This is an optimization exercise on Yosys and OpenROAD, whose aim is small area, a short achievable clock period and few clock cycles, not a production implementation.
RTL that was checked went through simulation tests only; none was proved equivalent to the original.
No functional check of the RTL was part of runs 4 to 6.
No driver is modelled on the clock port, so clocking that relies on it looks cheaper here than on a real chip.
Power figures rest on the tool's default switching activity, not on a simulated workload.

<file path="design/flow/config.mk">
export PLATFORM = sky130hd
export DESIGN_NAME = FinalCPU
export DESIGN_NICKNAME = FinalCPU
export VERILOG_FILES = /design/flow/design.v
export SDC_FILE = /design/flow/constraint.sdc
export NUM_CORES = 8
export LEC_CHECK = 0
export CAP_MARGIN = 20
export CORE_MARGIN = 2
export CORE_UTILIZATION = 48
export CTS_CLUSTER_DIAMETER = 80
export CTS_CLUSTER_SIZE = 24
export SETUP_SLACK_MARGIN = 5
export SLEW_MARGIN = 60
export SYNTH_HIERARCHICAL = 1
export SYNTH_MINIMUM_KEEP_SIZE = 0
export TNS_END_PERCENT = 0
</file>
<file path="design/flow/constraint.sdc">
create_clock -name core_clock -period 8.0 [get_ports {clk}]
set_input_delay 1.6000 -clock core_clock [delete_from_list [all_inputs] [get_ports {clk}]]
set_output_delay 1.6000 -clock core_clock [all_outputs]
set_load 0.01 [all_outputs]
</file>
<file path="design/flow/design.v">
module ALU_AddSub(
	output [31:0] sum,
	input  [31:0] a_reg,	 
	input  [31:0] b_reg,
	input  [31:0] wb,	 
	input         fa_next,	 
	input         fb_next,
	input         sub_next,	 
	input         clk
);
	wire [31:0] p, g;
	wire [3:0] subq;
	wire sub = subq[0];
	genvar i, l;
	generate
		for (i = 0; i < 32; i = i + 8) begin : in8
			AddSub_In8 u(.p(p[i+7:i]), .g(g[i+7:i]), .sub(subq[i/8]),
				.a_reg(a_reg[i+7:i]), .b_reg(b_reg[i+7:i]), .wb(wb[i+7:i]),
				.fa_next(fa_next), .fb_next(fb_next), .sub_next(sub_next), .clk(clk));
		end
	endgenerate
	wire [31:0] G [0:5];
	wire [31:0] P [0:5];
	wire g0c;
	g_aoi21 gc0(.a(p[0]), .b(sub), .c(g[0]), .y(g0c));	 
	g_inv   gc1(.a(g0c), .y(G[0][0]));
	assign G[0][31:1] = g[31:1];
	assign P[0] = p;
	generate
		for (l = 1; l <= 5; l = l + 1) begin : lv
			for (i = 0; i < 32; i = i + 1) begin : nd
				if (i < (1 << (l - 1))) begin : done
					g_inv gi(.a(G[l-1][i]), .y(G[l][i]));
					assign P[l][i] = 1'b0;
				end
				else if (l % 2 == 1) begin : inv
					g_aoi21 gg(.a(P[l-1][i]), .b(G[l-1][i-(1<<(l-1))]), .c(G[l-1][i]), .y(G[l][i]));
					if (i >= (1 << l)) begin : pp
						g_nand2 gp(.a(P[l-1][i]), .b(P[l-1][i-(1<<(l-1))]), .y(P[l][i]));
					end
					else begin : np
						assign P[l][i] = 1'b0;
					end
				end
				else begin : pos
					g_oai21 gg(.a(P[l-1][i]), .b(G[l-1][i-(1<<(l-1))]), .c(G[l-1][i]), .y(G[l][i]));
					if (i >= (1 << l)) begin : pp
						g_nor2 gp(.a(P[l-1][i]), .b(P[l-1][i-(1<<(l-1))]), .y(P[l][i]));
					end
					else begin : np
						assign P[l][i] = 1'b0;
					end
				end
			end
		end
	endgenerate
	g_xor2 gs0(.a(p[0]), .b(sub), .y(sum[0]));
	generate
		for (i = 1; i < 32; i = i + 1) begin : s
			g_xnor2 gs(.a(p[i]), .b(G[5][i-1]), .y(sum[i]));
		end
	endgenerate
endmodule
module ALU_Shr(
	output [31:0] y,
	input  [31:0] na,
	input  [4:0]  sh
);
	wire [31:0] x [0:5];
	assign x[0] = na;
	wire [4:0] nsh = ~sh;
	genvar i, l;
	generate
		for (l = 0; l < 5; l = l + 1) begin : lv
			for (i = 0; i < 32; i = i + 1) begin : b
				if (i + (1 << l) < 32) begin : m
					g_mux2i gm(.a0(x[l][i]), .a1(x[l][i + (1 << l)]), .s(sh[l]), .y(x[l+1][i]));
				end
				else if (l % 2 == 0) begin : f1
					g_nor2 gf(.a(x[l][i]), .b(sh[l]), .y(x[l+1][i]));
				end
				else begin : f0
					g_nand2 gf(.a(x[l][i]), .b(nsh[l]), .y(x[l+1][i]));
				end
			end
		end
	endgenerate
	assign y = x[5];
endmodule
module ALU_ResBit(
	output y,
	input  as, input sum,
	input  orr, input orv,
	input  srl, input shf,
	input  l0, input q0,
	input  l1, input q1,
	input  l2, input q2,
	input  l3, input q3
);
	wire n0, n1, n2, n3;
	g_aoi22 g0(.a(as), .b(sum), .c(orr), .d(orv), .y(n0));
	g_aoi22 g1(.a(srl), .b(shf), .c(l0), .d(q0), .y(n1));
	g_aoi22 g2(.a(l1), .b(q1), .c(l2), .d(q2), .y(n2));
	g_nand2 g3(.a(l3), .b(q3), .y(n3));
	g_nand4 g4(.a(n0), .b(n1), .c(n2), .d(n3), .y(y));
endmodule
module AddSub_In8(
	output [7:0] p,
	output [7:0] g,
	output       sub,
	input  [7:0] a_reg,
	input  [7:0] b_reg,
	input  [7:0] wb,
	input        fa_next,
	input        fb_next,
	input        sub_next,
	input        clk
);
	reg fa, fb, s;
	always @(posedge clk) begin
		fa <= fa_next;
		fb <= fb_next;
		s  <= sub_next;
	end
	assign sub = s;
	wire [7:0] na, nbx;
	wire [7:0] bx_reg = b_reg ^ {8{s}};
	wire [7:0] bx_wb = wb ^ {8{s}};
	genvar i;
	generate
		for (i = 0; i < 8; i = i + 1) begin : b
			g_mux2i ma(.a0(a_reg[i]), .a1(wb[i]), .s(fa), .y(na[i]));
			g_mux2i mb(.a0(bx_reg[i]), .a1(bx_wb[i]), .s(fb), .y(nbx[i]));
			g_xor2 gp(.a(na[i]), .b(nbx[i]), .y(p[i]));
			g_nor2 gg(.a(na[i]), .b(nbx[i]), .y(g[i]));
		end
	endgenerate
endmodule
module DM(
	output [7:0]  q0,
	output [7:0]  q1,
	output [7:0]  q2,
	output [7:0]  q3,
	output [3:0]  oh,
	input  [31:0] nwrite_data,	 
	input         base_fwd_next,	 
	input  [6:0]  base_reg,	 
	input  [6:0]  base_wb,	 
	input  [1:0]  nbase_lo,	 
	input  [6:0]  off0,
	input  [6:0]  off1,
	input  [6:0]  off2,
	input  [6:0]  off3,
	input         mem_write,
	input         clk
);
	wire [1:0] o = ~nbase_lo + off3[1:0];
	assign oh = 4'b0001 << o;
	wire [31:0] wd = ~nwrite_data;
	reg [7:0] d0, d1, d2, d3;
	always @(*) begin
		case (o)
			2'd0: {d0, d1, d2, d3} = wd;
			2'd1: {d1, d2, d3, d0} = wd;
			2'd2: {d2, d3, d0, d1} = wd;
			default: {d3, d0, d1, d2} = wd;
		endcase
	end
	DM_Bank b0(.q(q0), .fwd_next(base_fwd_next), .base_reg(base_reg), .base_wb(base_wb), .off(off0), .d(d0), .we(mem_write), .clk(clk));
	DM_Bank b1(.q(q1), .fwd_next(base_fwd_next), .base_reg(base_reg), .base_wb(base_wb), .off(off1), .d(d1), .we(mem_write), .clk(clk));
	DM_Bank b2(.q(q2), .fwd_next(base_fwd_next), .base_reg(base_reg), .base_wb(base_wb), .off(off2), .d(d2), .we(mem_write), .clk(clk));
	DM_Bank b3(.q(q3), .fwd_next(base_fwd_next), .base_reg(base_reg), .base_wb(base_wb), .off(off3), .d(d3), .we(mem_write), .clk(clk));
endmodule
module DM_Bank(
	output [7:0] q,
	input        fwd_next,
	input  [6:0] base_reg,
	input  [6:0] base_wb,
	input  [6:0] off,	 
	input  [7:0] d,
	input        we,
	input        clk
);
	reg fwd;
	always @(posedge clk) fwd <= fwd_next;
	wire [6:0] nbase;
	genvar m;
	generate
		for (m = 0; m < 7; m = m + 1) begin : bm
			g_mux2i g(.a0(base_reg[m]), .a1(base_wb[m]), .s(fwd), .y(nbase[m]));
		end
	endgenerate
	wire [31:0] sel;
	DM_RowSel rowsel(.sel(sel), .nbase(nbase), .off(off));
	reg [7:0] M [0:31];
	integer i;
	always @(posedge clk) begin
		for (i = 0; i < 32; i = i + 1)
			if (we && sel[i]) M[i] <= d;
	end
	genvar j, k;
	generate
		for (j = 0; j < 8; j = j + 1) begin : bits
			wire [31:0] col;
			for (k = 0; k < 32; k = k + 1) begin : rows
				assign col[k] = M[k][j];
			end
			g_ao32 rd(.sel(sel), .d(col), .y(q[j]));
		end
	endgenerate
endmodule
module DM_RowSel(
	output [31:0] sel,
	input  [6:0]  nbase,
	input  [6:0]  off
);
	wire [4:0] nu = nbase[6:2];
	wire [4:0] v  = off[6:2];
	wire [4:0] nv = ~off[6:2];
	wire c = (~nbase[1] & off[1]) | ((~nbase[1] | off[1]) & ~nbase[0] & off[0]);
	wire [4:0] p, t0a, t1a, t0b, t1b;
	genvar j, k;
	generate
		for (j = 0; j < 5; j = j + 1) begin : bits
			g_xnor2 gp(.a(nu[j]), .b(v[j]), .y(p[j]));
			if (j == 0) begin : b0
				g_xor2  g1(.a(p[0]), .b(c), .y(t1a[0]));
				g_xnor2 g0(.a(p[0]), .b(c), .y(t0a[0]));
				assign t1b[0] = t1a[0];
				assign t0b[0] = t0a[0];
			end
			else begin : bn
				wire ca, cb;
				g_nand2 gca(.a(nu[j-1]), .b(nv[j-1]), .y(ca));
				g_nor2  gcb(.a(nu[j-1]), .b(nv[j-1]), .y(cb));
				g_xor2  g1a(.a(p[j]), .b(ca), .y(t1a[j]));
				g_xnor2 g0a(.a(p[j]), .b(ca), .y(t0a[j]));
				g_xor2  g1b(.a(p[j]), .b(cb), .y(t1b[j]));
				g_xnor2 g0b(.a(p[j]), .b(cb), .y(t0b[j]));
			end
		end
		for (k = 0; k < 32; k = k + 1) begin : rows
			wire [4:0] t;
			for (j = 0; j < 5; j = j + 1) begin : tb
				if (j == 0 || ((k >> (j - 1)) & 1) == 0)
					assign t[j] = ((k >> j) & 1) ? t1a[j] : t0a[j];
				else
					assign t[j] = ((k >> j) & 1) ? t1b[j] : t0b[j];
			end
			wire n012, n34;
			g_nand3 ga(.a(t[0]), .b(t[1]), .c(t[2]), .y(n012));
			g_nand2 gb(.a(t[3]), .b(t[4]), .y(n34));
			g_nor2  gc(.a(n012), .b(n34), .y(sel[k]));
		end
	endgenerate
endmodule
module g_aoi22(input a, input b, input c, input d, output y);
	assign y = ~((a & b) | (c & d));
endmodule
module g_aoi222(input a, input b, input c, input d, input e, input f, output y);
	assign y = ~((a & b) | (c & d) | (e & f));
endmodule
module g_aoi21(input a, input b, input c, output y);
	assign y = ~((a & b) | c);
endmodule
module g_oai21(input a, input b, input c, output y);
	assign y = ~((a | b) & c);
endmodule
module g_nand2(input a, input b, output y);
	assign y = ~(a & b);
endmodule
module g_nand3(input a, input b, input c, output y);
	assign y = ~(a & b & c);
endmodule
module g_nand4(input a, input b, input c, input d, output y);
	assign y = ~(a & b & c & d);
endmodule
module g_nor2(input a, input b, output y);
	assign y = ~(a | b);
endmodule
module g_xor2(input a, input b, output y);
	assign y = a ^ b;
endmodule
module g_xnor2(input a, input b, output y);
	assign y = ~(a ^ b);
endmodule
module g_inv(input a, output y);
	assign y = ~a;
endmodule
module g_mux2i(input a0, input a1, input s, output y);
	assign y = ~(s ? a1 : a0);
endmodule
module g_ao32(input [31:0] sel, input [31:0] d, output y);
	wire [15:0] n1;
	wire [3:0]  n2;
	wire [1:0]  n3;
	genvar i;
	generate
		for (i = 0; i < 16; i = i + 1) begin : l1
			g_aoi22 g(.a(sel[2*i]), .b(d[2*i]), .c(sel[2*i+1]), .d(d[2*i+1]), .y(n1[i]));
		end
		for (i = 0; i < 4; i = i + 1) begin : l2
			g_nand4 g(.a(n1[4*i]), .b(n1[4*i+1]), .c(n1[4*i+2]), .d(n1[4*i+3]), .y(n2[i]));
		end
		for (i = 0; i < 2; i = i + 1) begin : l3
			g_nor2 g(.a(n2[2*i]), .b(n2[2*i+1]), .y(n3[i]));
		end
	endgenerate
	g_nand2 l4(.a(n3[0]), .b(n3[1]), .y(y));
endmodule
module g_ao31(input [31:1] sel, input [31:1] d, input en, input nz, output y);
	wire [10:0] n1;
	wire [2:0]  n2;
	wire [1:0]  n3;
	genvar i;
	generate
		for (i = 0; i < 10; i = i + 1) begin : l1
			g_aoi222 g(.a(sel[3*i+1]), .b(d[3*i+1]), .c(sel[3*i+2]), .d(d[3*i+2]),
				.e(sel[3*i+3]), .f(d[3*i+3]), .y(n1[i]));
		end
	endgenerate
	g_nand2 l1x(.a(sel[31]), .b(d[31]), .y(n1[10]));
	g_nand4 l2a(.a(n1[0]), .b(n1[1]), .c(n1[2]), .d(n1[3]), .y(n2[0]));
	g_nand4 l2b(.a(n1[4]), .b(n1[5]), .c(n1[6]), .d(n1[7]), .y(n2[1]));
	g_nand3 l2c(.a(n1[8]), .b(n1[9]), .c(n1[10]), .y(n2[2]));
	g_aoi22 l3a(.a(n2[0]), .b(en), .c(n2[1]), .d(en), .y(n3[0]));
	g_nand2 l3b(.a(n2[2]), .b(en), .y(n3[1]));
	g_nand3 l4(.a(n3[0]), .b(n3[1]), .c(nz), .y(y));
endmodule
module RF(
	output [31:0] src_data,
	output [31:0] tar_data,	 
	input  [4:0]  src_addr,
	input  [4:0]  tar_addr,
	input  [3:0]  src_lo,	 
	input  [7:0]  src_hi,
	input  [3:0]  tar_lo,
	input  [7:0]  tar_hi,
	input         tar_use,
	input  [31:0] tar_alt,
	input  [4:0]  dst_addr,
	input  [31:0] dst_data,
	input         reg_write,	 
	input         clk
);
	reg [31:0] R [1:31];
	integer i;
	always @(posedge clk) begin
		for (i = 1; i < 32; i = i + 1)
			if (reg_write && dst_addr == i) R[i] <= dst_data;
	end
	wire [31:1] ssel, tsel;
	RF_Dec dec_s(.lo(src_lo), .hi(src_hi), .sel(ssel));
	RF_Dec dec_t(.lo(tar_lo), .hi(tar_hi), .sel(tsel));
	wire byp_s = reg_write && (dst_addr == src_addr);
	wire byp_t = reg_write && (dst_addr == tar_addr);
	wire en_s = !byp_s;
	wire en_t = tar_use && !byp_t;
	wire [31:0] nz_s = ~({32{byp_s}} & dst_data);
	wire [31:0] nz_t = ~(({32{tar_use && byp_t}} & dst_data) | ({32{!tar_use}} & tar_alt));
	genvar j, k;
	generate
		for (j = 0; j < 32; j = j + 1) begin : bits
			wire [31:1] col;
			for (k = 1; k < 32; k = k + 1) begin : regs
				assign col[k] = R[k][j];
			end
			g_ao31 rs(.sel(ssel), .d(col), .en(en_s), .nz(nz_s[j]), .y(src_data[j]));
			g_ao31 rt(.sel(tsel), .d(col), .en(en_t), .nz(nz_t[j]), .y(tar_data[j]));
		end
	endgenerate
endmodule
module RF_Dec(input [3:0] lo, input [7:0] hi, output [31:1] sel);
	genvar k;
	generate
		for (k = 1; k < 32; k = k + 1) begin : d
			assign sel[k] = lo[k % 4] & hi[k / 4];
		end
	endgenerate
endmodule
module FinalCPU(
	output	wire	[31:0]	imem_addr,
	output	wire			wb_valid,
	output	wire	[4:0]	wb_addr,
	output	wire	[31:0]	wb_data,
	input	wire	[31:0]	imem_data,
	input	wire			rst,
	input	wire			clk
);
	reg [29:0] pc;
	always @(posedge clk) begin
		if (rst) pc <= 30'd0;
		else     pc <= pc + 30'd1;
	end
	assign imem_addr = {pc, 2'b00};
	reg [31:0] ir;
	reg        d_valid;
	reg [3:0]  rs_lo, rt_lo;
	reg [7:0]  rs_hi, rt_hi;
	always @(posedge clk) begin
		ir      <= imem_data;
		d_valid <= !rst;
		rs_lo   <= 4'b0001 << imem_data[22:21];
		rs_hi   <= 8'b00000001 << imem_data[25:23];
		rt_lo   <= 4'b0001 << imem_data[17:16];
		rt_hi   <= 8'b00000001 << imem_data[20:18];
	end
	wire [5:0] op    = ir[31:26];
	wire [4:0] rs    = ir[25:21];
	wire [4:0] rt    = ir[20:16];
	wire [4:0] rd    = ir[15:11];
	wire [4:0] shamt = ir[10:6];
	wire [5:0] fn    = ir[5:0];
	wire [15:0] imm  = ir[15:0];
	wire is_r    = (op == 6'h00);
	wire is_addi = (op == 6'h0C);
	wire is_subi = (op == 6'h0D);
	wire is_sw   = (op == 6'h10);
	wire is_lw   = (op == 6'h11);
	wire f_add = is_r && (fn == 6'h0B);
	wire f_sub = is_r && (fn == 6'h0D);
	wire f_or  = is_r && (fn == 6'h25);
	wire f_srl = is_r && (fn == 6'h02);
	wire [4:0] d_dst = is_r ? rd : rt;
	wire d_wen = d_valid && (is_r || is_addi || is_subi || is_lw) && (d_dst != 5'd0);
	wire d_use_rt = is_r || is_sw;
	reg [31:0] e_a, e_b;
	reg [4:0]  e_shamt;
	reg [6:0]  e_off0, e_off1, e_off2, e_off3;
	reg        e_addsub, e_or, e_srl, e_ld;
	reg        e_wen, e_sw;
	reg [4:0]  e_dst;
	reg        w_wen;
	reg [4:0]  w_dst;
	reg [31:0] w_data;
	wire [31:0] rs_val, rt_val;	 
	RF Register_File(
		.src_data(rs_val),
		.tar_data(rt_val),
		.src_addr(rs),
		.tar_addr(rt),
		.src_lo(rs_lo),
		.src_hi(rs_hi),
		.tar_lo(rt_lo),
		.tar_hi(rt_hi),
		.tar_use(d_use_rt),
		.tar_alt({{16{imm[15]}}, imm}),
		.dst_addr(w_dst),
		.dst_data(w_data),
		.reg_write(w_wen),
		.clk(clk)
	);
	always @(posedge clk) begin
		e_a     <= rs_val;
		e_b     <= rt_val;
		e_shamt <= shamt;
		e_off0  <= imm[6:0] + 7'd3;
		e_off1  <= imm[6:0] + 7'd2;
		e_off2  <= imm[6:0] + 7'd1;
		e_off3  <= imm[6:0];
		e_addsub <= f_add || f_sub || is_addi || is_subi;
		e_or    <= f_or;
		e_srl   <= f_srl;
		e_ld    <= is_lw;
		e_dst   <= d_dst;
		if (rst) begin
			e_wen <= 1'b0;
			e_sw  <= 1'b0;
		end
		else begin
			e_wen <= d_wen;
			e_sw  <= d_valid && is_sw;
		end
	end
	wire [31:0] w_fwd;
	wire [31:0] result;
	wire [31:0] na, nb;
	wire d_fa = e_wen && (e_dst == rs);
	wire d_fb = d_use_rt && e_wen && (e_dst == rt);
	genvar i;
	generate
		for (i = 0; i < 32; i = i + 8) begin : fwd
			Fwd_Mux8 ma(.y(na[i+7:i]), .a0(e_a[i+7:i]), .a1(w_fwd[i+7:i]), .s_next(d_fa), .clk(clk));
			Fwd_Mux8 mb(.y(nb[i+7:i]), .a0(e_b[i+7:i]), .a1(w_fwd[i+7:i]), .s_next(d_fb), .clk(clk));
		end
	endgenerate
	wire [31:0] sum, srl, orv;
	ALU_AddSub adder(
		.sum(sum),
		.a_reg(e_a),
		.b_reg(e_b),
		.wb(w_fwd),
		.fa_next(d_fa),
		.fb_next(d_fb),
		.sub_next(f_sub || is_subi),
		.clk(clk)
	);
	ALU_Shr shifter(.y(srl), .na(na), .sh(e_shamt));
	generate
		for (i = 0; i < 32; i = i + 1) begin : orb
			g_nand2 go(.a(na[i]), .b(nb[i]), .y(orv[i]));	 
		end
	endgenerate
	wire [7:0] q [0:3];
	wire [3:0] oh;
	DM Data_Memory(
		.base_fwd_next(d_fa),
		.base_reg(e_a[6:0]),
		.base_wb(w_fwd[6:0]),
		.nbase_lo(na[1:0]),
		.q0(q[0]),
		.q1(q[1]),
		.q2(q[2]),
		.q3(q[3]),
		.oh(oh),
		.nwrite_data(nb),
		.off0(e_off0),
		.off1(e_off1),
		.off2(e_off2),
		.off3(e_off3),
		.mem_write(e_sw),
		.clk(clk)
	);
	wire [3:0] l = {4{e_ld}} & oh;
	generate
		for (i = 0; i < 32; i = i + 1) begin : res
			localparam integer K = 3 - i / 8;
			ALU_ResBit rb(
				.y(result[i]),
				.as(e_addsub), .sum(sum[i]),
				.orr(e_or), .orv(orv[i]),
				.srl(e_srl), .shf(srl[i]),
				.l0(l[0]), .q0(q[(0 + K) % 4][i % 8]),
				.l1(l[1]), .q1(q[(1 + K) % 4][i % 8]),
				.l2(l[2]), .q2(q[(2 + K) % 4][i % 8]),
				.l3(l[3]), .q3(q[(3 + K) % 4][i % 8])
			);
		end
	endgenerate
	Fwd_Reg Forward_Register(.q(w_fwd), .d(result), .clk(clk));
	always @(posedge clk) begin
		w_data <= result;
		w_dst  <= e_dst;
		if (rst) w_wen <= 1'b0;
		else     w_wen <= e_wen;
	end
	Out_Reg Output_Register(
		.wb_valid(wb_valid),
		.wb_addr(wb_addr),
		.wb_data(wb_data),
		.valid_in(!rst && e_wen),
		.addr_in(e_dst),
		.data_in(result),
		.clk(clk)
	);
endmodule
module Out_Reg(
	output reg        wb_valid,
	output reg [4:0]  wb_addr,
	output reg [31:0] wb_data,
	input             valid_in,
	input      [4:0]  addr_in,
	input      [31:0] data_in,
	input             clk
);
	always @(posedge clk) begin
		wb_valid <= valid_in;
		wb_addr  <= addr_in;
		wb_data  <= data_in;
	end
endmodule
module Fwd_Reg(
	output reg [31:0] q,
	input      [31:0] d,
	input             clk
);
	always @(posedge clk) q <= d;
endmodule
module Fwd_Mux8(
	output [7:0] y,
	input  [7:0] a0,
	input  [7:0] a1,
	input        s_next,
	input        clk
);
	reg s;
	always @(posedge clk) s <= s_next;
	genvar i;
	generate
		for (i = 0; i < 8; i = i + 1) begin : m
			g_mux2i g(.a0(a0[i]), .a1(a1[i]), .s(s), .y(y[i]));
		end
	endgenerate
endmodule
</file>
<file path="design/flow/flow/run.sh">
#!/bin/bash
# Layout flow: the standard flow with three extra steps, run through
# ORFS's step hooks:
#  - before floorplanning (flow/downsize.tcl): each combinational cell goes
#    back to its smallest size; timing repair then upsizes where needed;
#  - before clock-tree synthesis (flow/io_buffers.tcl): the port buffers get a
#    plain buffer cell;
#  - at the end of global routing (flow/post_grt.tcl): a second timing repair
#    of all endpoints within 0.15 ns of the worst.
# Each step's full output goes to a log file here.
set -euo pipefail
W=$(pwd)
bash standard.sh synth > synth.log 2>&1
bash standard.sh floorplan PRE_FLOORPLAN_TCL="$W/flow/downsize.tcl" > floorplan.log 2>&1
bash standard.sh place > place.log 2>&1
bash standard.sh cts PRE_CTS_TCL="$W/flow/io_buffers.tcl" > cts.log 2>&1
bash standard.sh grt POST_GLOBAL_ROUTE_TCL="$W/flow/post_grt.tcl" > grt.log 2>&1
bash standard.sh finish > layout.log 2>&1
test -f out/final.def
</file>
<file path="design/flow/flow/downsize.tcl">
# Swap each combinational cell (not buffers, inverters or flip-flops) for the
# smallest-area cell of the same function and footprint family. Synthesis maps
# the small gate modules of this design one at a time and sizes each for an
# assumed load; the timing repair that follows upsizes where timing needs it.
set swapped 0
set saved 0.0
foreach inst [get_cells *] {
  set lc [get_lib_cells -of_objects $inst]
  set name [get_name $lc]
  if {![regexp {^sky130_fd_sc_hd__([a-z0-9]+)_([0-9]+)$} $name -> base drive]} { continue }
  if {[regexp {^(df|edf|sdf|dl|sdl|buf|inv|clk|conb|tap|fill|decap|dly|probe|lpflow|ebuf|einv|bufinv|bufbuf|macro|diode)} $base]} { continue }
  set best $lc
  set best_area [get_property $lc area]
  foreach cand [get_lib_cells sky130_fd_sc_hd__${base}_*] {
    if {![regexp "^sky130_fd_sc_hd__${base}_\[0-9\]+\$" [get_name $cand]]} { continue }
    if {[get_property $cand dont_use]} { continue }
    set a [get_property $cand area]
    if {$a < $best_area} { set best $cand; set best_area $a }
  }
  if {$best ne $lc} {
    set saved [expr {$saved + [get_property $lc area] - $best_area}]
    replace_cell $inst $best
    incr swapped
  }
}
puts "downsize: swapped $swapped cells, saved [format %.1f $saved] um2"
</file>
<file path="design/flow/flow/io_buffers.tcl">
# Give every port buffer (the cells ORFS inserts between each input or output
# port and the logic) a plain buffer cell, sky130_fd_sc_hd__buf_4, in place of
# the delay cells it sometimes ends up with; the next legalization places
# them.
set n 0
foreach bterm [[ord::get_db_block] getBTerms] {
  if {[$bterm getName] eq "clk"} { continue }
  set net [$bterm getNet]
  if {$net eq "NULL"} { continue }
  set io [$bterm getIoType]
  foreach iterm [$net getITerms] {
    if {($io eq "INPUT" && [$iterm isInputSignal]) || ($io eq "OUTPUT" && [$iterm isOutputSignal])} {
      set inst [$iterm getInst]
      set lc [[$inst getMaster] getName]
      if {[regexp {^sky130_fd_sc_hd__(clkdlybuf|dlygate|buf_1$|buf_2$|clkbuf)} $lc]} {
        replace_cell [get_cells [$inst getName]] sky130_fd_sc_hd__buf_4
        incr n
      }
    }
  }
}
puts "io_buffers: replaced $n port buffers"
</file>
<file path="design/flow/flow/post_grt.tcl">
# After ORFS's own repair at global routing: repair every endpoint whose slack
# is within 0.15 ns of the worst, so that the near-critical paths (which the
# repair of the single worst path leaves as they are) get some margin before
# detailed routing changes the parasitics. Then re-route the changed nets and
# rewrite the route guides, as global_route.tcl does.
estimate_parasitics -global_routing
set wns [worst_slack -max]
set margin [expr {$wns + 0.15}]
puts "post_grt: worst slack $wns, repairing endpoints below [format %.3f $margin]"
repair_timing -setup -setup_margin $margin -repair_tns 100 -match_cell_footprint -verbose
global_route -start_incremental
detailed_placement
global_route -end_incremental -congestion_report_file $::env(REPORTS_DIR)/congestion_post_grt_hook.rpt
estimate_parasitics -global_routing
puts "post_grt: worst slack now [worst_slack -max]"
write_guides $::env(RESULTS_DIR)/route.guide
</file>
<file path="design/flow/standard.sh">
#!/bin/bash
# synth_recipe.tcl (not shown) runs the flow's synth.tcl, then flattens the netlist and writes it again
# the make line also repeats each setting of config.mk as NAME=value (left out here)
make -C /OpenROAD-flow-scripts/flow DESIGN_CONFIG=/design/flow/config.mk WORK_HOME=/design/flow/orfs CLKGATE_MAP_FILE= SYNTH_SCRIPT=/design/flow/synth_recipe.tcl "${@:-finish}"
</file>
==> results of run 1 <==
==> registers in the layout, summed over array words and instances, names as in the netlist, 7 cells and up <==
name,flops
Register_File.R,992
Data_Memory.b0.M,256
Data_Memory.b1.M,256
Data_Memory.b2.M,256
Data_Memory.b3.M,256
Forward_Register.q,32
Output_Register.wb_data,32
e_a,32
e_b,32
ir,32
w_data,32
pc,30
rs_hi,8
rt_hi,8
e_off2,7
==> power groups by stage <==
stage / Clock, mW / Combinational (mW) / Sequential (mW)
detailed placement: 0 / 4.81 / 14.2
floorplan: 0 / 2.47 / 14.2
CTS: 7.46 / 5.17 / 14.0
global placement: 0 / 4.55 / 14.3
finish: 7.41 / 6.06 / 14.0
==> layout make-up <==
class | instances | area, um^2
clock buffer | 165 | 3300
multi-input combinational | 3879 | 31800
inverter | 66 | 248
clock inverter | 50 | 767
tap | 2640 | 3300
timing repair buffer | 343 | 3080
antenna | 4 | 10.0
fill | 15600 | 87100
sequential | 2340 | 67200
==> worst max-delay path by stage <==
stage                                           start                           to  slack (ns)  depth (start not counted)
final                                        rs_lo[2]                      e_a[15]        4.79                          6
after CTS                 Output_Register.wb_data[17]                  wb_data[17]        4.83                          1
after detailed placement        Forward_Register.q[4]  Output_Register.wb_data[27]        4.01                         11
after global placement             Data_Memory.b3.fwd        Forward_Register.q[8]        3.79                         11
after floorplan                            e_shamt[0]       Data_Memory.b3.M[2][0]        4.66                          5
==> layout by cell type (no fill, tap or decap), drive strengths merged, types with 32 or more instances in the layout <==
| master | instances |
|---|---|
| nand3 | 304 |
| xnor2 | 108 |
| edfxtp | 2016 |
| mux2i | 317 |
| a21oi | 89 |
| xor2 | 160 |
| dfxtp | 324 |
| clkbuf | 166 |
| nand2 | 455 |
| nand4 | 298 |
| buf | 341 |
| a22oi | 672 |
| nor2 | 362 |
| and2 | 198 |
| a41oi | 32 |
| inv | 86 |
| a222oi | 640 |
| nor2b | 49 |
| mux2 | 39 |
| o21ai | 62 |
==> stage by stage <==
stage	area, um^2	instances	power [mW]
floorplan	94900	6349	16.7
global placement	100000	9164	18.8
detailed placement	102000	9206	19.1
CTS	107000	9434	26.6
finish	110000	9487	27.5
==> per-layer routing <==
layer	GRT usage [%]	vias up
met3	7.42	566
met4	14.7	6
met1	44.5	33200
li1	-	27500
met5	0	-
met2	46.0	4265
==> results.json, run 1 <==
{
  "ctsHoldBuffers": 0,
  "period_needed_ns": 3.21,
  "slew_viol_final": 0,
  "routed_wirelength_um": 330000,
  "yosysWarnings": 18,
  "powerDensity_mw_per_mm2": 250,
  "cp.arrival_ns": 3.84,
  "finalWeightedCongestion": 0.971,
  "internal_power_mw": 18.9,
  "die_h_um": 449,
  "finalClockSkew_ns": 0.0454,
  "critPathBufInv": 1,
  "cts_made_buffers": 121,
  "path_cells": "and2_2 -> buf_4 -> a222oi_1 -> nand4_1 -> a22oi_2 -> nand3_1",
  "syn2layout_area_growth_pct": 15.6,
  "clk_latency_ns": 0.84,
  "grt_max_degree": 71,
  "maxCapViolations": 0,
  "status": "finished clean",
  "avgSynthCellArea_um2": 14.9,
  "pin_count": 104,
  "grt_pass1_vias": 61300,
  "wl_per_cell_um": 34.8,
  "reg2reg_to": "e_a[15]",
  "layout.nets": 6793,
  "route.met2.wl_um": 143000,
  "syn_area_mm2": 0.0949,
  "r2r_slack_ns": 4.79,
  "netSwitchingFraction_pct": 31.2,
  "worst_r2r_path_depth": 6,
  "hold_start": "e_dst[2]",
  "antenna_found_initial": 18,
  "worstPathRequired_ns": 8.64,
  "drive_above_1_share_pct": 19.4,
  "rr_startpoint": "rs_lo[2]",
  "min_to": "w_dst[2]",
  "crit_path_start_kind": "flop",
  "setup_ws_ns": 4.79,
  "maxSlewHeadroom_pct": 51.5,
  "p_leak_nw": 34.9,
  "combPwrFrac_pct": 22.1,
  "rows": 163,
  "drt-pass1-iter-count": 13,
  "numClockSinks": 2340,
  "grt_usage_pct": 31.5,
  "fin_hold_ws_ns": 0.411,
  "slowest_stage": "a22oi_2",
  "min_path_type": "reg2reg",
  "post_cts.repair.setup_buffers": 12,
  "hold_viol_final": 0,
  "drt-initial-drc-count": 12500,
  "wl_met3_um": 40100,
  "syn_inst": 6348,
  "power.share.sequential_pct": 50.9,
  "cp_top_family": "compound AO/OA/AOI/OAI gates",
  "wl_met1_um": 129000,
  "end_kind": "flop",
  "peakVddDrop_uv": 213,
  "die_w_um": 449,
  "postLayoutCoreUtil_pct": 55.7,
  "clockPowerShare_pct": 27.0,
  "die_area_mm2": 0.201,
  "worst_pin_slew_ns": 0.707,
  "io_buffers": 101,
  "overflow": 0,
  "vias_per_cell": 6.91,
  "fin_crit_sh_pct": 40.1,
  "cts.clk_slew.worst_paths_ns": 0.09,
  "slowest_delay_ns": 0.60,
  "critPathKind": "reg2reg",
  "top_layer": "met5",
  "start_util_pct": 48.2,
  "netSwitchingPower_mw": 8.58,
  "post-dp-hpwl_um": 206000,
  "ctsResizeCount": 286,
  "pre_cts_slack_ns": 4.01,
  "setup_viol": 0,
  "grt_pass1_wl_um": 456000,
  "drc": 0,
  "fmax_mhz": 312,
  "drtAntennaViolNets": 0,
  "min_path_cells": 0,
  "cts_tree": "built",
  "finalSetupTns_ns": 0,
  "vias": 65500,
  "crit_path_max_fanout": 32,
  "core_mm2": 0.197
}
Testbench counts, summed over its fixed seeds: cycles 4,616.
==> run 2: changes to the inputs <==
--- a/design/flow/config.mk
+++ b/design/flow/config.mk
@@ -9,5 +9,5 @@
 export CORE_MARGIN = 2
-export CORE_UTILIZATION = 48
-export CTS_CLUSTER_DIAMETER = 80
-export CTS_CLUSTER_SIZE = 24
+export CORE_UTILIZATION = 50
+export CTS_CLUSTER_DIAMETER = 90
+export CTS_CLUSTER_SIZE = 28
 export SETUP_SLACK_MARGIN = 5
==> results.json, run 2 <==
{
  "powerDensity_mw_per_mm2": 245,
  "post-dp-hpwl_um": 207000,
  "io_buffers": 101,
  "largest_register_ffs": 992,
  "fmax_mhz": 309,
  "wl_per_cell_um": 35.2,
  "clk_latency_ns": 0.83,
  "worstPathRequired_ns": 8.63,
  "finalSetupTns_ns": 0,
  "die_h_um": 440,
  "die_w_um": 440,
  "slew_viol_final": 0,
  "crit_path_start_kind": "flop",
  "numClockSinks": 2340,
  "pin_count": 104,
  "routed_wirelength_um": 329000,
  "cts_made_buffers": 104,
  "maxCapViolations": 0,
  "post_cts.repair.setup_buffers": 16,
  "rows": 159,
  "drt-pass1-iter-count": 13,
  "hold_viol_final": 0,
  "drtAntennaViolNets": 0,
  "vias": 65900,
  "finalClockSkew_ns": 0.0680,
  "grt_pass1_vias": 60800,
  "drive_above_1_share_pct": 19.9,
  "vias_per_cell": 7.04,
  "grt_max_degree": 76,
  "p_leak_nw": 34.8,
  "syn_inst": 6348,
  "crit_path_max_fanout": 32,
  "syn_area_mm2": 0.0949,
  "overflow": 0,
  "maxSlewHeadroom_pct": 53.9,
  "final_common_cell": "edfxtp_1",
  "fillers": 14600,
  "drc": 0,
  "min_path_type": "reg2reg",
  "setup_viol": 0,
  "die_area_mm2": 0.193,
  "grt_usage_pct": 32.7,
  "worst_pin_slew_ns": 0.672,
  "largest_register": "Register_File.R",
  "core_mm2": 0.188,
  "avgSynthCellArea_um2": 14.9,
  "cp.arrival_ns": 3.86,
  "cts.clk_slew.worst_paths_ns": 0.10,
  "status": "finished clean",
  "final_cell_mix": "edfxtp_1 (2016), a222oi_1 (640), a22oi_1 (498)",
  "fin_crit_sh_pct": 40.4,
  "yosysWarnings": 18,
  "start_util_pct": 50.4,
  "ctsHoldBuffers": 0,
  "cts_tree": "built",
  "critPathKind": "reg2reg",
  "finalWeightedCongestion": 1.00,
  "end_kind": "flop",
  "ctsResizeCount": 255,
  "drt-initial-drc-count": 12500,
  "period_needed_ns": 3.24,
  "layout.nets": 6811,
  "peakVddDrop_uv": 186,
  "fin_hold_ws_ns": 0.405,
  "syn2layout_area_growth_pct": 15.2,
  "grt_pass1_wl_um": 452000,
  "antenna_found_initial": 14
}
## run 2: cell count changes in the layout (fill, tap and decap cells not counted), sizes merged, moves of 2 or more
cell,change
clkbuf,-12
buf,+30
clkinv,+2
bufinv,-9
nor2,+4
diode,+3
## run 2: through the flow
stage	cells	total power, mW	setup WS (ns)	instance area [um^2]	util [%]
6_report	9360	26.8	4.76	109000	58.0
4_1_cts	9286	25.8	4.83	106000	56.1
3_5_place_dp	9075	19.0	4.07	101000	53.9
3_3_place_gp	9025	18.7	3.69	100000	53.1
2_1_floorplan	6349	16.7	4.66	94900	-
## run 2: path summary, 6_finish.rpt
| check | from | end | slack (ns) | cells after the start |
|---|---|---|---|---|
| min | e_dst[3] | w_dst[3] | 0.41 | 0 |
| max reg2reg | rt_lo[2] | e_b[28] | 4.76 | 6 |
| min reg2reg | e_dst[3] | w_dst[3] | 0.41 | 0 |
| max | rt_lo[2] | e_b[28] | 4.76 | 6 |
## run 2: layout make-up
class | instances | area (um^2) | area share (%)
antenna | 7 | 17.5 | 0.0160
sequential | 2340 | 67200 | 61.5
multi-input combinational | 3882 | 32100 | 29.4
clock buffer | 150 | 2890 | 2.64
tap | 2495 | 3120 | 2.86
timing repair buffer | 375 | 3200 | 2.93
clock inverter | 45 | 494 | 0.452
inverter | 66 | 248 | 0.227
## run 2: power by group
group | internal [mW] | switching (mW) | total, mW | leakage, nW
sequential | 13.8 | 0.187 | 14.0 | 21.4
combinational | 1.74 | 4.39 | 6.14 | 11.7
clock | 2.71 | 3.96 | 6.68 | 1.65
total | 18.3 | 8.54 | 26.8 | 34.8
## run 2: critical path, cell delays in order, from the launching register on
cell and delay [ns]:
dfxtp_1 0.55, and2_2 0.32, buf_4 0.30, a222oi_1 0.46, nand4_1 0.39, a22oi_1 0.64
nand3_1 0.36
## run 2: metal layers
| metal | part of all wire (%) | up-vias | wire length [um] | GRT usage, % |
|---|---|---|---|---|
| met2 | 44 | 4282 | 145000 | 48.5 |
| met1 | 39 | 33500 | 127000 | 46.4 |
| met4 | 5.0 | 6 | 16300 | 13.3 |
| met5 | 0.054 | - | 179 | 0.571 |
| li1 | - | 27500 | - | - |
| met3 | 12 | 555 | 40300 | 7.80 |
==> run 3: changes to the inputs <==
--- a/design/flow/config.mk
+++ b/design/flow/config.mk
@@ -9,7 +9,7 @@
 export CORE_MARGIN = 2
-export CORE_UTILIZATION = 50
-export CTS_CLUSTER_DIAMETER = 90
-export CTS_CLUSTER_SIZE = 28
+export CORE_UTILIZATION = 55
+export CTS_CLUSTER_DIAMETER = 60
+export CTS_CLUSTER_SIZE = 20
 export SETUP_SLACK_MARGIN = 5
-export SLEW_MARGIN = 60
+export SLEW_MARGIN = 65
 export SYNTH_HIERARCHICAL = 1
==> results.json, run 3 <==
{
  "status": "finished clean",
  "path_cells": "mux2i_1 -> xnor2_2 -> buf_2 -> xnor2_4 -> nand2_1 -> nor2_4 -> a22oi_2 -> nand4_1 -> nor2_4 -> nand2_4 -> a22oi_2 -> nand4_1",
  "critPathBufInv": 1,
  "maxCapViolations": 0,
  "p_leak_nw": 35.9,
  "die_area_mm2": 0.176,
  "overflow": 0,
  "cts_made_buffers": 161,
  "min_path_type": "reg2reg",
  "syn_inst": 6348,
  "multiInputGateArea_mm2": 0.0317,
  "vias_per_cell": 7.21,
  "drc": 0,
  "die_h_um": 419,
  "worstPathRequired_ns": 8.67,
  "crit_path_start_kind": "flop",
  "routed_wirelength_um": 336000,
  "clk_latency_ns": 0.87,
  "avgSynthCellArea_um2": 14.9,
  "clockPowerShare_pct": 30.1,
  "start_util_pct": 55.3,
  "syn2layout_area_growth_pct": 17.2,
  "drt-initial-drc-count": 12600,
  "internal_power_mw": 19.9,
  "end_kind": "flop",
  "finalSetupTns_ns": 0,
  "wl_per_cell_um": 36.2,
  "cp.arrival_ns": 3.99,
  "combPwrFrac_pct": 21.6,
  "maxSlewHeadroom_pct": 42.1,
  "grt_pass1_vias": 62700,
  "core_mm2": 0.172,
  "final_cell_mix": "edfxtp_1 (2016), a222oi_1 (640), a22oi_1 (538)",
  "yosysWarnings": 18,
  "die_w_um": 419,
  "top_layer": "met5",
  "finalClockSkew_ns": 0.0483,
  "grt_usage_pct": 37.2,
  "drive_above_1_share_pct": 20.0,
  "final_common_cell": "edfxtp_1",
  "powerDensity_mw_per_mm2": 260,
  "r2r_slack_ns": 4.68,
  "fmax_mhz": 301,
  "cp_num_cells": 12,
  "cp_top_family": "simple AND/OR/NAND/NOR gates",
  "fillers": 12500,
  "numClockSinks": 2340,
  "route.met2.wl_um": 145000,
  "fin_crit_sh_pct": 41.5,
  "regArea_mm2": 0.0672,
  "ctsHoldBuffers": 0,
  "worst_pin_slew_ns": 0.845,
  "drt-pass1-iter-count": 14,
  "netSwitchingFraction_pct": 31.3,
  "slowest_delay_ns": 0.53,
  "largest_register": "Register_File.R",
  "postLayoutCoreUtil_pct": 64.8,
  "min_path_cells": 0,
  "worst_r2r_path_depth": 12,
  "cts_tree": "built",
  "largest_register_ffs": 992,
  "hold_viol_final": 0,
  "post-dp-hpwl_um": 207000,
  "io_buffers": 101,
  "setup_viol": 0,
  "power.share.sequential_pct": 48.3,
  "grt_pass1_wl_um": 462000,
  "wl_met3_um": 43300,
  "drtAntennaViolNets": 0,
  "ctsResizeCount": 273,
  "syn_area_mm2": 0.0949,
  "antenna_found_initial": 17,
  "vias": 66900,
  "layout.nets": 6873,
  "peakVddDrop_uv": 214,
  "slowest_stage": "dfxtp_2",
  "wl_met1_um": 129000,
  "slew_viol_final": 0,
  "pin_count": 104,
  "post_cts.repair.setup_buffers": 31,
  "finalWeightedCongestion": 1.03,
  "rows": 152,
  "period_needed_ns": 3.32,
  "crit_path_max_fanout": 9,
  "grt_max_degree": 70,
  "cts.clk_slew.worst_paths_ns": 0.08,
  "critPathKind": "reg2reg",
  "netSwitchingPower_mw": 9.07
}
==> run 3: final cells by class <==
class,count,area share [%]
Inverter,66,0.223
Tap cell,2310,2.60
Clock buffer,209,4.05
Multi-Input combinational cell,3888,28.5
Antenna cell,14,0.0315
Timing Repair Buffer,374,3.36
Clock inverter,83,0.820
Sequential cell,2340,60.4
==> run 3: power groups by stage <==
stage | sequential, mW | clock [mW] | combinational, mW
after floorplan | 14.2 | 0 | 2.47
after global placement | 14.2 | 0 | 4.60
after detailed placement | 14.2 | 0 | 4.97
after CTS | 14.0 | 8.77 | 5.55
final | 14.0 | 8.71 | 6.25
==> run 3: per-stage QoR <==
| step | hold WS [ns] | instances | setup slack, ns | cell area, um^2 | power, mW |
|---|---|---|---|---|---|
| after floorplan | 0.324 | 6349 | 4.66 | 94900 | 16.7 |
| after global placement | 0.342 | 8852 | 3.51 | 99800 | 18.8 |
| after detailed placement | 0.350 | 8886 | 4.01 | 102000 | 19.2 |
| after CTS | 0.374 | 9215 | 4.85 | 109000 | 28.3 |
| final | 0.376 | 9284 | 4.68 | 111000 | 28.9 |
==> run 3: routing by layer <==
| layer | track usage, % | vias up |
|---|---|---|
| met4 | 18.6 | 12 |
| met3 | 10.1 | 741 |
| met2 | 53.6 | 4777 |
| li1 | - | 27800 |
| met5 | 0.0278 | - |
| met1 | 52.3 | 33600 |
==> run 3: worst paths after layout <==
kind / from / end
max: e_a[6] / Forward_Register.q[27]
min: ir[7] / e_shamt[1]
max reg2reg: e_a[6] / Forward_Register.q[27]
min reg2reg: ir[7] / e_shamt[1]
==> run 4: changes to the inputs <==
--- a/design/flow/design.v
+++ b/design/flow/design.v
@@ -2,2 +2,4 @@
 	output [31:0] sum,
+	output [31:0] na,	 
+	output [31:0] nbx,	 
 	input  [31:0] a_reg,	 
@@ -17,2 +19,3 @@
 			AddSub_In8 u(.p(p[i+7:i]), .g(g[i+7:i]), .sub(subq[i/8]),
+				.na(na[i+7:i]), .nbx(nbx[i+7:i]),
 				.a_reg(a_reg[i+7:i]), .b_reg(b_reg[i+7:i]), .wb(wb[i+7:i]),
@@ -110,2 +113,4 @@
 	output       sub,
+	output [7:0] na,
+	output [7:0] nbx,
 	input  [7:0] a_reg,
@@ -125,3 +130,2 @@
 	assign sub = s;
-	wire [7:0] na, nbx;
 	wire [7:0] bx_reg = b_reg ^ {8{s}};
@@ -480,8 +484,2 @@
 	genvar i;
-	generate
-		for (i = 0; i < 32; i = i + 8) begin : fwd
-			Fwd_Mux8 ma(.y(na[i+7:i]), .a0(e_a[i+7:i]), .a1(w_fwd[i+7:i]), .s_next(d_fa), .clk(clk));
-			Fwd_Mux8 mb(.y(nb[i+7:i]), .a0(e_b[i+7:i]), .a1(w_fwd[i+7:i]), .s_next(d_fb), .clk(clk));
-		end
-	endgenerate
 	wire [31:0] sum, srl, orv;
@@ -489,2 +487,4 @@
 		.sum(sum),
+		.na(na),
+		.nbx(nb),
 		.a_reg(e_a),
@@ -578,17 +578 @@
 endmodule
-module Fwd_Mux8(
-	output [7:0] y,
-	input  [7:0] a0,
-	input  [7:0] a1,
-	input        s_next,
-	input        clk
-);
-	reg s;
-	always @(posedge clk) s <= s_next;
-	genvar i;
-	generate
-		for (i = 0; i < 8; i = i + 1) begin : m
-			g_mux2i g(.a0(a0[i]), .a1(a1[i]), .s(s), .y(y[i]));
-		end
-	endgenerate
-endmodule
--- a/design/flow/config.mk
+++ b/design/flow/config.mk
@@ -10,4 +10,4 @@
 export CORE_UTILIZATION = 55
-export CTS_CLUSTER_DIAMETER = 60
-export CTS_CLUSTER_SIZE = 20
+export CTS_CLUSTER_DIAMETER = 80
+export CTS_CLUSTER_SIZE = 24
 export SETUP_SLACK_MARGIN = 5
==> results.json, run 4 <==
{
  "core_mm2": 0.170,
  "drt-pass1-iter-count": 11,
  "internal_power_mw": 19.0,
  "vias_per_cell": 7.27,
  "ctsHoldBuffers": 0,
  "pre_cts_slack_ns": 4.17,
  "routed_wirelength_um": 333000,
  "period_needed_ns": 3.20,
  "place_area_mm2": 0.102,
  "critPathKind": "reg2reg",
  "status": "finished clean",
  "rows": 151,
  "wl_per_cell_um": 36.6,
  "p_leak_nw": 35.4,
  "final_common_cell": "edfxtp_1",
  "wl_met3_um": 42300,
  "hold_start": "e_dst[0]",
  "end_kind": "flop",
  "syn2layout_area_growth_pct": 17.9,
  "top_layer": "met5",
  "finalWeightedCongestion": 1.11,
  "maxSlewHeadroom_pct": 61.2,
  "grt_pass1_wl_um": 459000,
  "die_h_um": 418,
  "rr_startpoint": "Data_Memory.b3.fwd",
  "cts_tree": "built",
  "drc": 0,
  "worstPathRequired_ns": 8.63,
  "worst_r2r_path_depth": 13,
  "grt_usage_pct": 37.2,
  "largest_register": "Register_File.R",
  "min_path_type": "reg2reg",
  "wl_met1_um": 129000,
  "netSwitchingPower_mw": 8.79,
  "grt_max_degree": 78,
  "finalSetupTns_ns": 0,
  "antenna_found_initial": 13,
  "drtAntennaViolNets": 0,
  "maxCapViolations": 0,
  "hold_viol_final": 0,
  "min_to": "Output_Register.wb_addr[0]",
  "vias": 66100,
  "netSwitchingFraction_pct": 31.6,
  "numClockSinks": 2332,
  "overflow": 0,
  "yosysWarnings": 17,
  "combPwrFrac_pct": 23.0,
  "io_buffers": 101,
  "die_area_mm2": 0.174,
  "final_cell_mix": "edfxtp_1 (2016), a222oi_1 (640), a22oi_1 (503)",
  "grt_pass1_vias": 61600,
  "setup_viol": 0,
  "route.met2.wl_um": 144000,
  "ctsResizeCount": 369,
  "drt-initial-drc-count": 12600,
  "crit_path_max_fanout": 16,
  "avgSynthCellArea_um2": 15.0,
  "syn_area_mm2": 0.0941,
  "setup_ws_ns": 4.80,
  "pin_count": 104,
  "cts.clk_slew.worst_paths_ns": 0.09,
  "cp.arrival_ns": 3.83,
  "drive_above_1_share_pct": 22.0,
  "clockPowerShare_pct": 26.9,
  "post-dp-hpwl_um": 207000,
  "r2r_slack_ns": 4.80,
  "reg2reg_to": "Output_Register.wb_data[17]",
  "post_cts.repair.setup_buffers": 37,
  "crit_path_start_kind": "flop",
  "fillers": 12100,
  "design_area_mm2": 0.111,
  "start_util_pct": 55.4,
  "fin_crit_sh_pct": 40.1,
  "layout.nets": 6820,
  "peakVddDrop_uv": 232,
  "fmax_mhz": 312,
  "cts_made_buffers": 130,
  "largest_register_ffs": 992,
  "finalClockSkew_ns": 0.0413,
  "die_w_um": 418,
  "powerDensity_mw_per_mm2": 251,
  "syn_inst": 6276,
  "slew_viol_final": 0,
  "clk_latency_ns": 0.83,
  "min_path_cells": 0,
  "worst_pin_slew_ns": 0.582,
  "power.share.sequential_pct": 50.1
}
run 4: how the worst max path moves through the flow:
| stage | start | end | slack [ns] | cells after the start |
|---|---|---|---|---|
| after floorplan | e_shamt[0] | Data_Memory.b3.M[2][0] | 4.66 | 5 |
| after global placement | Data_Memory.b1.fwd | Forward_Register.q[26] | 3.18 | 11 |
| after detailed placement | adder.in8[0].u.fa | Data_Memory.b3.M[27][4] | 4.17 | 7 |
| after CTS | Data_Memory.b1.fwd | w_data[17] | 4.88 | 14 |
| final | Data_Memory.b3.fwd | Output_Register.wb_data[17] | 4.80 | 13 |
run 4: power by group through the flow:
stage / Combinational, mW / Sequential, mW / Clock, mW
floorplan: 2.42 / 14.2 / 0
global placement: 4.55 / 14.2 / 0
detailed placement: 4.95 / 14.2 / 0
CTS: 5.57 / 13.9 / 7.50
finish: 6.38 / 13.9 / 7.48
run 4: routing by layer:
layer / vias to the layer above / global-route usage, %
met5: - / 0
met4: 8 / 17.2
met3: 697 / 10.1
met2: 4585 / 53.6
met1: 33300 / 52.8
li1: 27500 / -
run 4: layout make-up:
type	count	area [um^2]	share of cell area, %
Sequential cell	2332	67000	60.4
Multi-Input combinational cell	3832	32300	29.2
Timing Repair Buffer	416	4330	3.90
Clock buffer	175	3650	3.29
Tap cell	2218	2780	2.50
Clock inverter	47	514	0.464
Inverter	66	248	0.223
Antenna cell	5	12.5	0.0113
run 4: worst max-delay path: stages, from the launching register on:
cell and delay [ns]:
dfxtp_4 0.43, mux2i_1 0.22, inv_1 0.06, maj3_2 0.37
xor2_2 0.20, buf_6 0.18, nand3_1 0.15, nor2_4 0.09
a22oi_1 0.20, nand4_1 0.30, nor2_4 0.22, nand2_4 0.15
a22oi_1 0.17, nand4_1 0.23
run 4: metrics by stage:
| step | hold slack (ns) | total power, mW | cells | util (%) |
|---|---|---|---|---|
| floorplan | 0.324 | 16.6 | 6277 | - |
| global placement | 0.417 | 18.8 | 8691 | 58.3 |
| detailed placement | 0.409 | 19.2 | 8739 | 59.9 |
| CTS | 0.426 | 27.0 | 9008 | 63.6 |
| finish | 0.423 | 27.8 | 9091 | 65.4 |
==> run 5: changes to the inputs <==
--- a/design/flow/config.mk
+++ b/design/flow/config.mk
@@ -9,3 +9,3 @@
 export CORE_MARGIN = 2
-export CORE_UTILIZATION = 55
+export CORE_UTILIZATION = 50
 export CTS_CLUSTER_DIAMETER = 80
==> results.json, run 5 <==
{
  "status": "finished clean",
  "crit_path_max_fanout": 9,
  "avgSynthCellArea_um2": 15.0,
  "crit_end": "w_data[26]",
  "maxCapViolations": 0,
  "final_cell_mix": "edfxtp_1 (2016), a222oi_1 (640), a22oi_1 (540)",
  "slew_viol_final": 0,
  "p_leak_nw": 35.2,
  "critPathKind": "reg2reg",
  "antenna_found_initial": 12,
  "worstPathRequired_ns": 8.65,
  "postLayoutCoreUtil_pct": 58.8,
  "die_h_um": 438,
  "vias_per_cell": 7.05,
  "grt_usage_pct": 33.8,
  "setup_viol": 0,
  "start_util_pct": 50.2,
  "multiInputGateArea_mm2": 0.0316,
  "hold_viol_final": 0,
  "path_cells": "buf_12 -> buf_12 -> mux2i_4 -> buf_12 -> xnor2_4 -> buf_12 -> xnor2_4 -> nand3_2 -> nor2_4 -> a22oi_2 -> nand4_1 -> nor2_4 -> nand2_4 -> a22oi_2 -> nand4_1",
  "grt_max_degree": 77,
  "cp_num_cells": 15,
  "ctsResizeCount": 296,
  "final_common_cell": "edfxtp_1",
  "clk_latency_ns": 0.83,
  "drc": 0,
  "hold_start": "e_dst[1]",
  "layout.nets": 6806,
  "numClockSinks": 2332,
  "cp.arrival_ns": 4.02,
  "cts_made_buffers": 119,
  "crit_path_start_kind": "flop",
  "min_path_cells": 0,
  "maxSlewHeadroom_pct": 59.7,
  "drtAntennaViolNets": 0,
  "die_area_mm2": 0.192,
  "die_w_um": 438,
  "largest_register": "Register_File.R",
  "rows": 159,
  "grt_pass1_vias": 61700,
  "largest_register_ffs": 992,
  "drt-pass1-iter-count": 13,
  "vias": 66100,
  "core_mm2": 0.187,
  "grt_pass1_wl_um": 462000,
  "finalSetupTns_ns": 0,
  "r2r_slack_ns": 4.63,
  "rr_startpoint": "Data_Memory.b1.fwd",
  "syn_area_mm2": 0.0941,
  "drive_above_1_share_pct": 19.9,
  "post_cts.repair.setup_buffers": 45,
  "syn2layout_area_growth_pct": 17.1,
  "routed_wirelength_um": 335000,
  "cts.clk_slew.worst_paths_ns": 0.09,
  "slowest_stage": "dfxtp_4",
  "powerDensity_mw_per_mm2": 248,
  "ctsHoldBuffers": 0,
  "critPathBufInv": 4,
  "end_kind": "flop",
  "crit_path_start": "Data_Memory.b1.fwd",
  "finalClockSkew_ns": 0.0454,
  "fmax_mhz": 297,
  "cts_tree": "built",
  "regArea_mm2": 0.0670,
  "drt-initial-drc-count": 12600,
  "post-dp-hpwl_um": 206000,
  "crit_top_cell": "buf_12",
  "finalWeightedCongestion": 1.03,
  "reg2reg_to": "w_data[26]",
  "fillers": 14500,
  "worst_pin_slew_ns": 0.605,
  "worst_r2r_path_depth": 15,
  "wl_per_cell_um": 35.8,
  "fin_crit_sh_pct": 42.1,
  "slowest_delay_ns": 0.39,
  "io_buffers": 101,
  "pin_count": 104,
  "peakVddDrop_uv": 231,
  "overflow": 0,
  "min_path_type": "reg2reg",
  "cp_top_family": "simple AND/OR/NAND/NOR gates",
  "yosysWarnings": 17,
  "syn_inst": 6276,
  "period_needed_ns": 3.37
}
-- run 5: layout make-up --
class                      instances  area share (%)
sequential                      2332            60.8
multi-input combinational       3832            28.7
timing repair buffer             413            3.87
clock buffer                     179            3.11
tap                             2495            2.83
clock inverter                    46           0.454
inverter                          66           0.225
antenna                            5          0.0114
-- run 5: how the worst min path moves through the flow --
stage | to
after floorplan | e_shamt[1]
after CTS | Output_Register.wb_addr[0]
final | w_dst[1]
after global placement | w_dst[0]
after detailed placement | w_dst[0]
-- run 5: power breakdown --
part           internal, mW  switching, mW
registers              13.8          0.172
clock network          3.17           3.99
logic                  1.82           4.44
total                  18.8           8.60
-- run 5: metrics by stage --
stage          hold WS [ns]  instances  total power, mW  setup slack (ns)  instance area (um^2)
2_1_floorplan         0.324       6277             16.6              4.66                 94100
3_3_place_gp          0.411       8963             18.7              3.65                 99200
3_5_place_dp          0.413       9013             19.0              4.00                102000
4_1_cts               0.418       9301             26.7              4.76                108000
6_report              0.412       9368             27.4              4.63                110000
-- run 5: layer usage --
layer	track usage, %	vias to the layer above	share of wire [%]
met1	47.6	33400	38
met5	0	-	0.016
met4	16.2	10	5.5
li1	-	27500	-
met2	49.8	4575	44
met3	8.14	661	13
==> run 6: changes to the inputs <==
--- a/design/flow/design.v
+++ b/design/flow/design.v
@@ -223,4 +223,12 @@
 	wire [4:0] nv = ~off[6:2];
-	wire c = (~nbase[1] & off[1]) | ((~nbase[1] | off[1]) & ~nbase[0] & off[0]);
+	wire s11 = off[1] & off[0];
+	wire s10 = off[1] & ~off[0];
+	wire s01 = ~off[1] & off[0];
+	wire x1_or_x0, x1, x1_and_x0, nc;
+	g_nand2 gc0(.a(nbase[1]), .b(nbase[0]), .y(x1_or_x0));
+	g_inv   gc1(.a(nbase[1]), .y(x1));
+	g_nor2  gc2(.a(nbase[1]), .b(nbase[0]), .y(x1_and_x0));
+	g_aoi222 gc3(.a(s11), .b(x1_or_x0), .c(s10), .d(x1), .e(s01), .f(x1_and_x0), .y(nc));
 	wire [4:0] p, t0a, t1a, t0b, t1b;
+	wire [1:0] t0h, t1h;
 	genvar j, k;
@@ -230,6 +238,6 @@
 			if (j == 0) begin : b0
-				g_xor2  g1(.a(p[0]), .b(c), .y(t1a[0]));
-				g_xnor2 g0(.a(p[0]), .b(c), .y(t0a[0]));
-				assign t1b[0] = t1a[0];
-				assign t0b[0] = t0a[0];
+				g_xnor2 g1l(.a(p[0]), .b(nc), .y(t1h[0]));
+				g_xor2  g0l(.a(p[0]), .b(nc), .y(t0h[0]));
+				g_xnor2 g1h(.a(p[0]), .b(nc), .y(t1h[1]));
+				g_xor2  g0h(.a(p[0]), .b(nc), .y(t0h[1]));
 			end
@@ -247,4 +255,5 @@
 			wire [4:0] t;
-			for (j = 0; j < 5; j = j + 1) begin : tb
-				if (j == 0 || ((k >> (j - 1)) & 1) == 0)
+			assign t[0] = (k & 1) ? t1h[k / 16] : t0h[k / 16];
+			for (j = 1; j < 5; j = j + 1) begin : tb
+				if (((k >> (j - 1)) & 1) == 0)
 					assign t[j] = ((k >> j) & 1) ? t1a[j] : t0a[j];
@@ -253,6 +262,6 @@
 			end
-			wire n012, n34;
-			g_nand3 ga(.a(t[0]), .b(t[1]), .c(t[2]), .y(n012));
-			g_nand2 gb(.a(t[3]), .b(t[4]), .y(n34));
-			g_nor2  gc(.a(n012), .b(n34), .y(sel[k]));
+			wire n01, n234;
+			g_nand2 ga(.a(t[0]), .b(t[1]), .y(n01));
+			g_nand3 gb(.a(t[2]), .b(t[3]), .c(t[4]), .y(n234));
+			g_nor2  gc(.a(n01), .b(n234), .y(sel[k]));
 		end
--- a/design/flow/config.mk
+++ b/design/flow/config.mk
@@ -9,3 +9,3 @@
 export CORE_MARGIN = 2
-export CORE_UTILIZATION = 50
+export CORE_UTILIZATION = 55
 export CTS_CLUSTER_DIAMETER = 80
==> results.json, run 6 <==
{
  "largest_register": "Register_File.R",
  "finalClockSkew_ns": 0.0369,
  "cts.clk_slew.worst_paths_ns": 0.10,
  "crit_path_start": "adder.in8[24].u.s",
  "grt_usage_pct": 37.2,
  "status": "finished clean",
  "syn_inst": 6300,
  "yosysWarnings": 17,
  "avgSynthCellArea_um2": 15.0,
  "io_buffers": 101,
  "reg2reg_to": "Output_Register.wb_data[27]",
  "min_path_type": "reg2reg",
  "antenna_found_initial": 18,
  "finalWeightedCongestion": 1.03,
  "worst_pin_slew_ns": 0.569,
  "finalSetupTns_ns": 0,
  "end_kind": "flop",
  "crit_end": "Output_Register.wb_data[27]",
  "rr_startpoint": "adder.in8[24].u.s",
  "fmax_mhz": 296,
  "final_cell_mix": "edfxtp_1 (2016), a222oi_1 (644), a22oi_1 (488)",
  "post-dp-hpwl_um": 210000,
  "powerDensity_mw_per_mm2": 248,
  "drt-pass1-iter-count": 13,
  "route.met2.wl_um": 147000,
  "r2r_slack_ns": 4.62,
  "wl_met1_um": 126000,
  "setup_viol": 0,
  "wl_per_cell_um": 36.8,
  "grt_max_degree": 71,
  "syn2layout_area_growth_pct": 15.9,
  "syn_area_mm2": 0.0942,
  "fin_hold_ws_ns": 0.440,
  "cp.arrival_ns": 4.03,
  "drive_above_1_share_pct": 19.8,
  "hold_viol_final": 0,
  "numClockSinks": 2332,
  "period_needed_ns": 3.38,
  "routed_wirelength_um": 334000,
  "overflow": 0,
  "ctsHoldBuffers": 0,
  "fin_crit_sh_pct": 42.2,
  "maxCapViolations": 0,
  "die_area_mm2": 0.175,
  "worst_r2r_path_depth": 12,
  "largest_register_ffs": 992,
  "cts_made_buffers": 118,
  "rows": 151,
  "grt_pass1_wl_um": 459000,
  "die_w_um": 418,
  "crit_path_max_fanout": 15,
  "clk_latency_ns": 0.84,
  "critPathKind": "reg2reg",
  "slew_viol_final": 0,
  "vias_per_cell": 7.26,
  "grt_pass1_vias": 61900,
  "core_mm2": 0.170,
  "cts_tree": "built",
  "p_leak_nw": 34.9,
  "drc": 0,
  "drt-initial-drc-count": 12300,
  "post_cts.repair.setup_buffers": 13,
  "pin_count": 104,
  "die_h_um": 418,
  "worstPathRequired_ns": 8.65,
  "vias": 65800,
  "top_layer": "met5",
  "layout.nets": 6769,
  "final_common_cell": "edfxtp_1",
  "peakVddDrop_uv": 220,
  "crit_path_start_kind": "flop",
  "ctsResizeCount": 285,
  "start_util_pct": 55.5,
  "maxSlewHeadroom_pct": 62.1,
  "drtAntennaViolNets": 0,
  "wl_met3_um": 41200
}
[run 6: cell types whose count changed in the layout (fill, tap and decap cells not counted), moves of 18 or more]
cell / change
mux2_4: -18
a22oi_2: +52
a22oi_1: -52
buf_12: -22
nand2_1: -33
nand2_2: +27
buf_4: -25
nor2_4: +21
[run 6: where the power goes]
part	switching, mW	total, mW	internal (mW)
clock network	4.01	7.16	3.15
registers	0.173	13.9	13.8
logic	4.35	6.01	1.65
total	8.54	27.1	18.6
[run 6: worst min path at each step]
stage,slack (ns),from,cells after the start,to
floorplan,0.32,ir[7],0,e_shamt[1]
global placement,0.42,e_dst[1],0,Output_Register.wb_addr[1]
detailed placement,0.42,e_dst[1],0,Output_Register.wb_addr[1]
CTS,0.44,e_dst[1],0,w_dst[1]
finish,0.44,e_dst[1],0,w_dst[1]
[run 6: final cells by class]
| cell class | instances | area [um^2] |
|---|---|---|
| flip-flops and latches | 2332 | 67000 |
| fillers | 12400 | 60600 |
| multi-input cells | 3842 | 31800 |
| repair buffers | 367 | 3500 |
| clock buffers | 185 | 3390 |
| well taps | 2218 | 2780 |
| clock inverters | 41 | 531 |
| inverters | 66 | 248 |
| diodes | 6 | 15.0 |
[run 6: routing by layer]
metal	GRT usage (%)	vias up
li1	-	27400
met1	51.6	33200
met2	54.6	4483
met3	9.42	681
met4	19.2	8
met5	0	-
[run 6: critical path, stage by stage, from the launching register on]
cell and delay (ns):
dfxtp_1 0.36, buf_4 0.35, xor2_2 0.20, mux2i_2 0.38, xor2_1 0.38, nand2_1 0.17, nor2_1 0.23, nand2_1 0.11
o21ai_1 0.13, a21oi_1 0.07, xnor2_1 0.16, a22oi_1 0.41, nand4_1 0.24
[run 6: through the flow]
stage               cell area (um^2)  setup slack (ns)  util (%)  power [mW]  std cells
CTS                           107000              4.70      63.0        26.5       9017
floorplan                      94200              4.61         -        16.6       6301
finish                        109000              4.62      64.3        27.1       9057
detailed placement            102000              3.84      60.0        19.2       8776
global placement               99000              3.27      58.3        18.8       8710

## re-timing with driven ports
No port has a modelled driver above. Below, the same layouts with a new extraction and two added sets of constraints. Step 1, drivers: a clkbuf_16 drives clk and a buf_2 each remaining input, both assumed. Step 2 moves the port delays by t, midway between the first and last clock arrival at a register: inputs arrive t later, outputs are due t later. That takes back most of the time a late clock gives input paths. Slacks: no drivers / after step 1 / after step 2; pairs: no drivers / after step 1.
run	t (ns)	setup slack, ns	hold WS [ns]	worst slew at a driven data input, ns
run 1	0.907	4.792 / 4.784 / 4.747	0.411 / 0.411 / 0.411	0.06
run 2	0.899	4.765 / 4.762 / 4.765	0.405 / 0.405 / 0.405	0.05
run 3	0.936	4.683 / 4.683 / 4.683	0.376 / 0.376 / 0.376	0.12
run 4	0.898	4.795 / 4.795 / 4.795	0.423 / 0.423 / 0.423	0.04
run 5	0.899	4.635 / 4.635 / 4.635	0.412 / 0.412 / 0.412	0.06
run 6	0.915	4.622 / 4.622 / 4.622	0.440 / 0.440 / 0.440	0.15
After both steps every run listed still meets setup and hold. For run 1, which loses most, drivers alone change the setup slack by -0.008 ns; drivers and shift together by -0.045 ns.
